Background: an optimization exercise with open tools, aiming at small area and a short achievable clock period. Do not read the settings as production practice.
In this exercise RTL edits were held to simulation tests only and were not proved equivalent to the original.

Setup of ember:
==> flow/design.v (excerpt) <==
module pipeline (
  input  CLK,
  input  [31:0]counter_in,
  input  [127:0]target_hash,
  input  reset,
  output reg found,
  output reg [31:0]found_word
);
function [31:0] bswap(input [31:0] x);
  bswap = {x[7:0], x[15:8], x[23:16], x[31:24]};
endfunction
function eqadd(input [31:0] a, input [31:0] b, input [31:0] k);
  reg [31:0] cy;
  begin
    cy = {(a[30:0] & b[30:0]) | ((a[30:0] | b[30:0]) & ~k[30:0]), 1'b0};
    eqadd = ((a ^ b ^ k) == cy);
  end
endfunction
reg  [4:0]  step;
reg  [1:0]  ph;
reg  [31:0] q0, q1, q2, q3, t21, er;
wire busy = (step != 5'd22);
always @(posedge CLK)
  if (reset) begin step <= 5'd0; ph <= 2'd0; end
  else if (busy) begin
    ph <= (ph == 2'd2) ? 2'd0 : ph + 2'd1;
    if (ph == 2'd2) step <= step + 5'd1;
  end
reg  [31:0] ex, kc;
reg  [2:0]  rs;
wire [31:0] s001;
add_bk u_s001 (.a(~q0), .b(q1), .s(s001));
wire [31:0] dif = ~s001;   
always @* begin
  case (step)
    5'd0: begin ex = bswap(target_hash[95:64]); kc = 32'h10325478; rs = 3'd0; end
    5'd1: begin ex = bswap(target_hash[63:32]); kc = 32'h67452303; rs = 3'd0; end
    5'd2: begin ex = bswap(target_hash[31:0]); kc = 32'hefcdab8b; rs = 3'd0; end
    5'd3: begin ex = bswap(target_hash[127:96]); kc = 32'h98badd00; rs = 3'd0; end
    5'd4: begin ex = dif; kc = 32'h14792c70; rs = 3'd4; end
    5'd5: begin ex = dif; kc = 32'hd5282d46; rs = 3'd3; end
    5'd6: begin ex = dif; kc = 32'h42c50dcc; rs = 3'd2; end
    5'd7: begin ex = dif; kc = 32'h08ac817f; rs = 3'd1; end
  ...
For scale: about 52000 cells after synthesis, ~200 I/O pins.
clock: 7.5 ns
lec_check: 0
abc_area: 1
cap_margin: 20
core_margin: 2
core_utilization: 55
setup_slack_margin: 3.6
slew_margin: 20
standard.sh (not shown) runs the stock make flow with config.mk's settings and CLKGATE_MAP_FILE= SYNTH_SCRIPT=/design/flow/synth_recipe.tcl, a recipe that flattens the netlist after the stock synthesis.
==> flow/flow/run.sh <==
#!/bin/bash
# Layout flow: the standard ORFS flow, with Yosys's full/half-adder
# extraction turned off (the RTL already spells out its adders as prefix
# networks), larger clock-tree sink clusters without dummy loads, and more
# antenna-repair rounds after detailed routing.
set -euo pipefail
bash standard.sh ADDER_MAP_FILE= MAX_REPAIR_ANTENNAS_ITER_DRT=10 \
  "CTS_ARGS=-sink_clustering_enable -repair_clock_nets -dont_use_dummy_load -sink_clustering_size 24 -sink_clustering_max_diameter 80" \
  finish > standard.log 2>&1
Changes in juniper relative to ember:
- SETUP_SLACK_MARGIN now 4.0, was 3.6
==> flow/flow/run.sh <==
#!/bin/bash
# Layout flow: the standard ORFS flow, with Yosys's full/half-adder
# extraction turned off (the RTL already spells out its adders as prefix
# networks) and more antenna-repair rounds after detailed routing.
set -euo pipefail
bash standard.sh ADDER_MAP_FILE= MAX_REPAIR_ANTENNAS_ITER_DRT=10 finish > standard.log 2>&1
Min layout-stage area growth over the synthesis result across ember and juniper: ember
From ember to juniper the numbers moved as follows: met3 wirelength from detailed routing went up; share of cell area taken by multi-input logic gates down 0.73 points.
Here is what was changed in the inputs of delta compared with juniper.
- SETUP_SLACK_MARGIN: 4.0 -> 3.2
==> flow/flow/run.sh <==
#!/bin/bash
# Layout flow: the standard ORFS flow, with Yosys's full/half-adder
# extraction turned off (the RTL already spells out its adders as prefix
# networks), larger clock-tree sink clusters without dummy loads, and more
# antenna-repair rounds after detailed routing.
set -euo pipefail
bash standard.sh ADDER_MAP_FILE= MAX_REPAIR_ANTENNAS_ITER_DRT=10 \
  "CTS_ARGS=-sink_clustering_enable -repair_clock_nets -dont_use_dummy_load -sink_clustering_size 24 -sink_clustering_max_diameter 80" \
  finish > standard.log 2>&1
Results
delta — number of non-clock buffers in the layout 1044 lower, juniper as reference. delta: final critical delay including setup and external delays 240 ps above juniper. Against juniper as the reference, delta delivers a lower via count of the first global-routing pass.
Modified inputs, quartz compared to delta
- SETUP_SLACK_MARGIN changed from 3.2 to 4.0
Row clock-cell share of area: quartz lower / delta higher. Looking at worst setup slack, quartz sits 530 ps above delta. Between delta and quartz, first-pass GRT wire length is lower for delta, quartz comes in above that. quartz vs delta, data arrival time of the critical path went down by 420 ps. The run with more routed wire is quartz, not delta.

---

Another version of the RTL of pipeline (not shown whole).
Size in the first run: roughly 200 I/O pins, about 0.34 mm2 of cells after synthesis.
Settings: LEC_CHECK=0, ABC_AREA=1, CAP_MARGIN=20, CORE_MARGIN=2, CORE_UTILIZATION=55, PLACE_DENSITY=0.68, SETUP_SLACK_MARGIN=3.9, SLEW_MARGIN=20; clock period 7.5 ns.
==> flow/flow/run.sh <==
#!/bin/bash
# Layout flow: the standard ORFS flow, with Yosys's full/half-adder
# extraction turned off (the RTL already spells out its adders as prefix
# networks), larger clock-tree sink clusters without dummy loads, and more
# antenna-repair rounds after detailed routing.
set -euo pipefail
bash standard.sh ADDER_MAP_FILE= MAX_REPAIR_ANTENNAS_ITER_DRT=10 ENABLE_RESISTANCE_AWARE=1 \
  "CTS_ARGS=-sink_clustering_enable -repair_clock_nets -dont_use_dummy_load -sink_clustering_size 24 -sink_clustering_max_diameter 80" \
  finish > standard.log 2>&1
Then changed:
--- a/flow/config.mk
+++ b/flow/config.mk
@@ -12,3 +12,3 @@
 export PLACE_DENSITY = 0.68
-export SETUP_SLACK_MARGIN = 3.9
+export SETUP_SLACK_MARGIN = 3.8
 export SLEW_MARGIN = 20
=> Wire length falls by 3.5%; final cell count falls by 0.96%; final area falls by 3.8%; global-route usage falls by 0.69 points; worst setup slack improved by 0.024 ns; count of clock-buffer cells in the layout rises by 4; core utilization falls by 2.5 points; clock skew falls by 0.0095 ns; die area does not change; via count falls by 2.3%.
Then changed:
--- a/flow/flow/run.sh
+++ b/flow/flow/run.sh
@@ -7,3 +7,3 @@
 bash standard.sh ADDER_MAP_FILE= MAX_REPAIR_ANTENNAS_ITER_DRT=10 ENABLE_RESISTANCE_AWARE=1 \
-  "CTS_ARGS=-sink_clustering_enable -repair_clock_nets -dont_use_dummy_load -sink_clustering_size 24 -sink_clustering_max_diameter 80" \
+  "CTS_ARGS=-sink_clustering_enable -repair_clock_nets -dont_use_dummy_load -sink_clustering_size 28 -sink_clustering_max_diameter 90" \
   finish > standard.log 2>&1
--- a/flow/config.mk
+++ b/flow/config.mk
@@ -10,5 +10,5 @@
 export CORE_MARGIN = 2
-export CORE_UTILIZATION = 55
-export PLACE_DENSITY = 0.68
-export SETUP_SLACK_MARGIN = 3.8
+export CORE_UTILIZATION = 60
+export PLACE_DENSITY = 0.7
+export SETUP_SLACK_MARGIN = 3.6
 export SLEW_MARGIN = 20
After rerunning: The changed run completed without violations; first-iteration DRC count increases by 12%; final area went down by 4.0%; global-route usage rises by 2.9 points; worst setup slack gets worse by 0.18 ns; cell count went down by 2.1%; routed wire length came out lower by 2.1%; area after synthesis is unchanged; utilization increases by 3.0 points; maximum frequency goes down by 4.6%; via count came out higher by 0.44%.
Then changed:
--- a/flow/flow/run.sh
+++ b/flow/flow/run.sh
@@ -7,3 +7,3 @@
 bash standard.sh ADDER_MAP_FILE= MAX_REPAIR_ANTENNAS_ITER_DRT=10 ENABLE_RESISTANCE_AWARE=1 \
-  "CTS_ARGS=-sink_clustering_enable -repair_clock_nets -dont_use_dummy_load -sink_clustering_size 28 -sink_clustering_max_diameter 90" \
+  "CTS_ARGS=-sink_clustering_enable -repair_clock_nets -dont_use_dummy_load -sink_clustering_size 24 -sink_clustering_max_diameter 80" \
   finish > standard.log 2>&1
--- a/flow/config.mk
+++ b/flow/config.mk
@@ -10,4 +10,4 @@
 export CORE_MARGIN = 2
-export CORE_UTILIZATION = 60
-export PLACE_DENSITY = 0.7
+export CORE_UTILIZATION = 55
+export PLACE_DENSITY = 0.68
 export SETUP_SLACK_MARGIN = 3.6
- non-clock buffer count decreases by 91
- utilization decreases by 5.3 points
- clock-buffer cell count increases by 91

---

pipeline, a different RTL version from the one above (not shown whole).
For scale: about 53000 cells after synthesis, ~200 I/O pins.
export LEC_CHECK = 0
export ABC_AREA = 1
export CAP_MARGIN = 20
export CORE_MARGIN = 2
export CORE_UTILIZATION = 55
export PLACE_DENSITY = 0.68
export SETUP_SLACK_MARGIN = 3.6
export SLEW_MARGIN = 20
create_clock -name core_clock -period 7.5 [get_ports {CLK}]
==> flow/flow/run.sh <==
#!/bin/bash
# Layout flow: the standard ORFS flow, with Yosys's full/half-adder
# extraction turned off (the RTL already spells out its adders as prefix
# networks), larger clock-tree sink clusters without dummy loads, and more
# antenna-repair rounds after detailed routing.
set -euo pipefail
bash standard.sh ADDER_MAP_FILE= MAX_REPAIR_ANTENNAS_ITER_DRT=10 ENABLE_RESISTANCE_AWARE=1 \
  "CTS_ARGS=-sink_clustering_enable -repair_clock_nets -dont_use_dummy_load -sink_clustering_size 24 -sink_clustering_max_diameter 80" \
  finish > standard.log 2>&1
Then changed:
--- a/flow/config.mk
+++ b/flow/config.mk
@@ -13 +13 @@
-export SETUP_SLACK_MARGIN = 3.6
+export SETUP_SLACK_MARGIN = 3.8
Outcome: Hold slack hardly moves. Clock-buffer cell count is unchanged. Final cell count rises slightly. Maximum frequency rises by a few percent. Register-to-register slack improves by 0.18 ns. Sequential cell count stays the same. Area after synthesis stays the same. Design area rises by a few percent.
Then changed:
--- a/flow/config.mk
+++ b/flow/config.mk
@@ -13 +13 @@
-export SETUP_SLACK_MARGIN = 3.8
+export SETUP_SLACK_MARGIN = 3.7
Result: Synthesized area stays the same. Via count drops slightly. Critical path depth came out lower by 11. Cell area drops slightly.
Then changed:
--- a/flow/flow/run.sh
+++ b/flow/flow/run.sh
@@ -7 +7 @@
-bash standard.sh ADDER_MAP_FILE= MAX_REPAIR_ANTENNAS_ITER_DRT=10 ENABLE_RESISTANCE_AWARE=1 \
+bash standard.sh ADDER_MAP_FILE= MAX_REPAIR_ANTENNAS_ITER_DRT=10 \
--- a/flow/config.mk
+++ b/flow/config.mk
@@ -13 +13 @@
-export SETUP_SLACK_MARGIN = 3.7
+export SETUP_SLACK_MARGIN = 3.6
After rerunning: Wire length went down by 0.52%. Core utilization is lower by 0.50 points. Global-route usage is about the same. Cell area falls by 0.82%. Critical path depth rises by 9. Cell count hardly moves. Fmax shrinks by 0.80%. Sequential cell count does not change.
Then changed:
--- a/flow/flow/run.sh
+++ b/flow/flow/run.sh
@@ -7,2 +7,2 @@
-bash standard.sh ADDER_MAP_FILE= MAX_REPAIR_ANTENNAS_ITER_DRT=10 \
-  "CTS_ARGS=-sink_clustering_enable -repair_clock_nets -dont_use_dummy_load -sink_clustering_size 24 -sink_clustering_max_diameter 80" \
+bash standard.sh ADDER_MAP_FILE= MAX_REPAIR_ANTENNAS_ITER_DRT=10 ENABLE_RESISTANCE_AWARE=1 \
+  "CTS_ARGS=-sink_clustering_enable -repair_clock_nets -dont_use_dummy_load -sink_clustering_size 20 -sink_clustering_max_diameter 70" \
--- a/flow/config.mk
+++ b/flow/config.mk
@@ -13 +13 @@
-export SETUP_SLACK_MARGIN = 3.6
+export SETUP_SLACK_MARGIN = 3.7
=> Wire length grows by 0.80%; via count grows by 0.86%; design area grows by 1.6%; area after synthesis does not change.

-- port drivers added, routing unchanged --
The flow's constraints put no driver on any port. The routed layouts listed below were extracted and timed again, unchanged, in two steps. Step 1 assumes that a clkbuf_16 drives the clock port and a buf_2 every other input. Step 2, shift: input delay + t, output delay - t, t = (earliest + latest rising clock arrival at the registers) / 2. This alone moves slack from input paths to output paths. Three values: ideal, step 1, step 2; two values: the first two.
run | t, ns | setup WS [ns] | hold WS [ns] | clock arrival spread, ns | cell pins on the clock port's net
ember | 1.235 | 3.641 / 3.641 / 3.577 | 0.270 / 0.270 / 0.270 | 0.157 / 0.158 | 1
juniper | 1.335 | 3.544 / 3.544 / 3.544 | 0.296 / 0.296 / 0.296 | 0.129 / 0.129 | 1
delta | 1.246 | 3.306 / 3.306 / 3.306 | 0.263 / 0.263 / 0.263 | 0.166 / 0.166 | 1
quartz | 1.259 | 3.840 / 3.840 / 3.607 | 0.281 / 0.281 / 0.281 | 0.147 / 0.147 | 1
the first run of note 2 | 1.226 | 3.673 / 3.673 / 3.345 | 0.246 / 0.246 / 0.246 | 0.155 / 0.154 | 1
the second run of note 2 | 1.239 | 3.697 / 3.564 / 3.098 | 0.248 / 0.248 / 0.248 | 0.131 / 0.131 | 1
the third run of note 2 | 1.193 | 3.515 / 3.515 / 3.168 | 0.270 / 0.270 / 0.270 | 0.188 / 0.188 | 1
the fourth run of note 2 | 1.236 | 3.548 / 3.521 / 3.150 | 0.246 / 0.246 / 0.246 | 0.129 / 0.129 | 1
the first run of note 3 | 1.240 | 3.586 / 3.528 / 3.184 | 0.254 / 0.254 / 0.254 | 0.149 / 0.149 | 1
the second run of note 3 | 1.247 | 3.767 / 3.718 / 3.512 | 0.253 / 0.253 / 0.253 | 0.159 / 0.159 | 1
the third run of note 3 | 1.245 | 3.662 / 3.558 / 3.284 | 0.251 / 0.251 / 0.251 | 0.160 / 0.160 | 1
the fourth run of note 3 | 1.233 | 3.631 / 3.514 / 3.292 | 0.259 / 0.259 / 0.259 | 0.158 / 0.158 | 1
the fifth run of note 3 | 1.276 | 3.703 / 3.611 / 3.435 | 0.299 / 0.299 / 0.299 | 0.105 / 0.105 | 1
After both steps every run listed still meets setup and hold. The setup slack of the second run of note 2, which loses most, moves by -0.133 ns with the drivers and by -0.599 ns with both steps.
